This is an optimization exercise on Yosys and OpenROAD, whose aim is small area and a short achievable clock period, not a production implementation. RTL that was checked went through simulation tests only; none was proved equivalent to the original. Power and IR drop assume default switching activity.

## main
Design video_uut, start of the top module:
module video_uut (
    input  wire         clk_i           , 
    input  wire         cen_i           , 
    input  wire         rst_i           , 
    input  wire         vid_sel_i       , 
    input  wire [23:0]  vid_rgb_i       , 
    input  wire [1:0]   vh_blank_i      , 
    input  wire [2:0]   dvh_sync_i      , 
    output wire [2:0]   dvh_sync_o      , 
    output wire [23:0]  vid_rgb_o         
);
clock: 12.0 ns
lec_check: 0
abc_area: 1
cap_margin: 20
core_margin: 2
core_utilization: 60
setup_slack_margin: 5
slew_margin: 20
standard.sh (not shown) runs the stock make flow with config.mk's settings and CLKGATE_MAP_FILE= SYNTH_SCRIPT=/design/flow/synth_recipe.tcl, a recipe that flattens the netlist after the stock synthesis.
==> flow/flow/run.sh <==
#!/bin/bash
# Standard ORFS layout, except that synthesis skips the adder-extraction step
# (ADDER_MAP_FILE empty), so that ABC maps the whole datapath itself.
# Registers, their names and cell types are those of the standard synthesis.
set -euo pipefail
EXTRA="SETUP_SLACK_MARGIN=8"
bash standard.sh ADDER_MAP_FILE= $EXTRA synth > synth.log 2>&1
bash standard.sh ADDER_MAP_FILE= $EXTRA > layout.log 2>&1
Input changes introduced in the feature branch (baseline for comparison: main):
-- flow/design.v --
<<< main, line 71
function stored;             
    input integer j;
    stored = (j < 8) || (j == 11);
endfunction
reg [10:0] sx [0:NF-1];
>>> the feature branch, line 71
function stored;             
    input integer j;
    stored = (j < 8);
endfunction
reg [10:0] sx [0:NF-1];
<<< main, line 86
    sy[5]  = {syr[5][10:1], 1'b0};
    sy[7]  = {syr[7][10:3], syr[7][1], syr[7][1], 1'b0};
    sy[11] = {syr[11][10:1], 1'b0};
    for (k = 0; k < 3; k = k + 1) begin
        db = ge(sy[k], 360);
        dk = db ? ge(sx[k], 503) : ge(sx[k], 640);
        sx[k+8] = add(sx[k], db ? (dk ? 12'd1545 : 12'd1417) : (dk ? 12'd1408 : 12'd1280), 1'b0);
        sy[k+8] = add(sy[k], db ? 12'd1688 : 12'd720, 1'b0);
    end
end
>>> the feature branch, line 86
    sy[5]  = {syr[5][10:1], 1'b0};
    sy[7]  = {syr[7][10:3], syr[7][1], syr[7][1], 1'b0};
    for (k = 0; k < 4; k = k + 1) begin
        db = ge(sy[k], 360);
        dk = db ? ge(sx[k], 503) : ge(sx[k], 640);
        sx[k+8] = add(sx[k], db ? (dk ? 12'd1545 : 12'd1417) : (dk ? 12'd1408 : 12'd1280), 1'b0);
        sy[k+8] = add(sy[k], db ? ((k == 3 && sy[3][1]) ? 12'd1686 : 12'd1688) : 12'd720, 1'b0);
    end
end
### Flow results
- Looking at count of buffers added by post-CTS timing repair for setup across the feature branch and main, the one that comes out lower is the feature branch.
- Taking main as the reference, in the feature branch total of cells resized after clock tree synthesis fell by 18, estimated wirelength of the detail-placed design rose by about 3.7%, final critical-path setup slack rose by 0.14 ns, die span in x stayed essentially flat.
- main has lower stage delay of the slowest cell on the critical path than the feature branch.
- When the feature branch is set beside main, its detailed-router iteration count before antenna repair turns out to be 3 larger.
- Summary: with main as the reference, total clock buffers created by CTS in the feature branch moved down by more than 10%.
Function not checked in the feature branch: the RTL went through the layout flow alone.

--- another note on this design; it stands on its own ---

## before
==> flow/design.v (excerpt) <==
module video_uut (
    input  wire         clk_i           , 
    input  wire         cen_i           , 
    input  wire         rst_i           , 
    input  wire         vid_sel_i       , 
    input  wire [23:0]  vid_rgb_i       , 
    input  wire [1:0]   vh_blank_i      , 
    input  wire [2:0]   dvh_sync_i      , 
    output wire [2:0]   dvh_sync_o      , 
    output wire [23:0]  vid_rgb_o         
);
localparam NF = 12;
localparam O  = 7;           
reg         HD, VD;
reg  [11:0] X, Y;            
reg  [5:0]  xm, ym;          
reg         xin, yin;        
reg         xdot, ydot;      
reg  [2:0]  gid;  reg gneg; reg [4:0] gmag;
reg  [1:0]  yid;  reg yneg; reg [4:0] ymag;
reg  [10:0] sxr [0:NF-1];
reg  [10:0] syr [0:NF-1];
reg  [2:0]  sync_q;
reg r7, r6, g7, g6, g5, g4, g31, g20, b7, b6;    
wire HR = ~HD &  vh_blank_i[0];
wire HF =  HD & ~vh_blank_i[0];
wire VF =  VD & ~vh_blank_i[1];
function ge;                 
    input [11:0] a, b;
    integer i;
    reg r;
    begin
        r = 1'b1;
        for (i = 0; i < 12; i = i + 1) r = (a[i] & ~b[i]) | ((a[i] | ~b[i]) & r);
        ge = r;
    end
endfunction
function [11:0] add;         
    input [11:0] a, b;
    input ci;
    integer i;
    reg c;
    begin
        c = ci;
        for (i = 0; i < 12; i = i + 1) begin
            add[i] = a[i] ^ b[i] ^ c;
            c = (a[i] & b[i]) | (a[i] & c) | (b[i] & c);
        end
    end
endfunction
function [11:0] sub;         
    input [11:0] a, b;
    sub = add(a, ~b, 1'b1);
endfunction
function [11:0] inc;         
    input [11:0] a;
    integer i;
    reg c;
    begin
        c = 1'b1;
        for (i = 0; i < 12; i = i + 1) begin
            inc[i] = a[i] ^ c;
            c = a[i] & c;
        end
    end
endfunction
function slt7;               
    input [6:0] a, b;
    slt7 = ~ge({5'd0, ~a[6], a[5:0]}, {5'd0, ~b[6], b[5:0]});
endfunction
function stored;             
    input integer j;
    stored = (j < 8);
endfunction
reg [10:0] sx [0:NF-1];
reg [10:0] sy [0:NF-1];
integer k;
reg dk, db;
always @* begin
  ...
Size: roughly 4600 cells after synthesis, roughly 25000 um^2 of cells after synthesis.
Settings: LEC_CHECK=0, ABC_AREA=1, CAP_MARGIN=20, CORE_MARGIN=2, CORE_UTILIZATION=60, SETUP_SLACK_MARGIN=5, SLEW_MARGIN=20, TNS_END_PERCENT=0; clock period 12.0 ns.
standard.sh (not shown) runs the stock make flow with config.mk's settings and CLKGATE_MAP_FILE= SYNTH_SCRIPT=/design/flow/synth_recipe.tcl, a recipe that flattens the netlist after the stock synthesis.
==> flow/flow/run.sh <==
#!/bin/bash
# Standard ORFS layout, except that synthesis skips the adder-extraction step
# (ADDER_MAP_FILE empty), so that ABC maps the whole datapath itself.
# Registers, their names and cell types are those of the standard synthesis.
set -euo pipefail
EXTRA="SETUP_SLACK_MARGIN=8"
bash standard.sh ADDER_MAP_FILE= $EXTRA synth > synth.log 2>&1
bash standard.sh ADDER_MAP_FILE= $EXTRA > layout.log 2>&1
--- input diff before..after ---
- GPL_ROUTABILITY_DRIVEN newly set to 0
- TNS_END_PERCENT removed (was 0)
Results
- Between before and after, the flow reports total power increasing slightly.
- Against before, after reports a share of total power in combinational logic that is lower.
- ~same via count in before and after
- before ended up with syr[2][9]$_SDFFE_PP0P_ as its last element of the critical path; after ended up with vid_rgb_o[19].
- Where leakage power figure is concerned, before is better than after.
- Total wire length after detailed routing: after vs before — no meaningful difference

video_uut again, from the RTL that the note above started with.
export LEC_CHECK = 0
export ABC_AREA = 1
export CAP_MARGIN = 20
export CORE_MARGIN = 2
export CORE_UTILIZATION = 60
export SETUP_SLACK_MARGIN = 5
export SLEW_MARGIN = 20
create_clock -name core_clock -period 12.0 [get_ports {clk_i}]
Scripts as last shown in full above: flow/flow/run.sh
==> next run, changes <==
ABC_AREA = not set   (was 1)
Hold slack improves by 0.0034 ns.
Clock power goes up by about 10%.
Final cell count decreases by 7.1%.
Clock skew climbs by 0.0041 ns.
Power climbs by about 2%.

## separate check: timing with driven ports
The results above use ideal ports. As a check the final layouts listed here were re-extracted and re-timed, cells and wires unchanged.
Step 1, drivers: a clkbuf_16 drives clk_i and a buf_2 each remaining input, both assumed.
Step 2 also shifts input and output timing later by t, the mid clock arrival at the registers, as if the neighbouring blocks saw the same clock.
Slacks: ideal ports / drivers / drivers and shift; pairs: ideal ports / drivers.
| run | shift t [ns] | setup slack, ns | worst setup path at the end |
|---|---|---|---|
| main | 0.629 | 7.886 / 7.879 / 7.251 | input to register |
| the feature branch | 0.671 | 8.025 / 7.963 / 7.402 | input to register |
| before | 0.672 | 7.907 / 7.892 / 7.268 | input to register |
| after | 0.681 | 8.039 / 7.979 / 7.463 | input to register |
| the first run of note 3 | 0.671 | 8.038 / 7.994 / 7.408 | input to register |
| the second run of note 3 | 0.677 | 7.834 / 7.834 / 7.410 | input to register |
After both steps setup and hold are still met in every run listed. For before, which loses most, drivers alone change the setup slack by -0.015 ns; drivers and shift together by -0.639 ns.
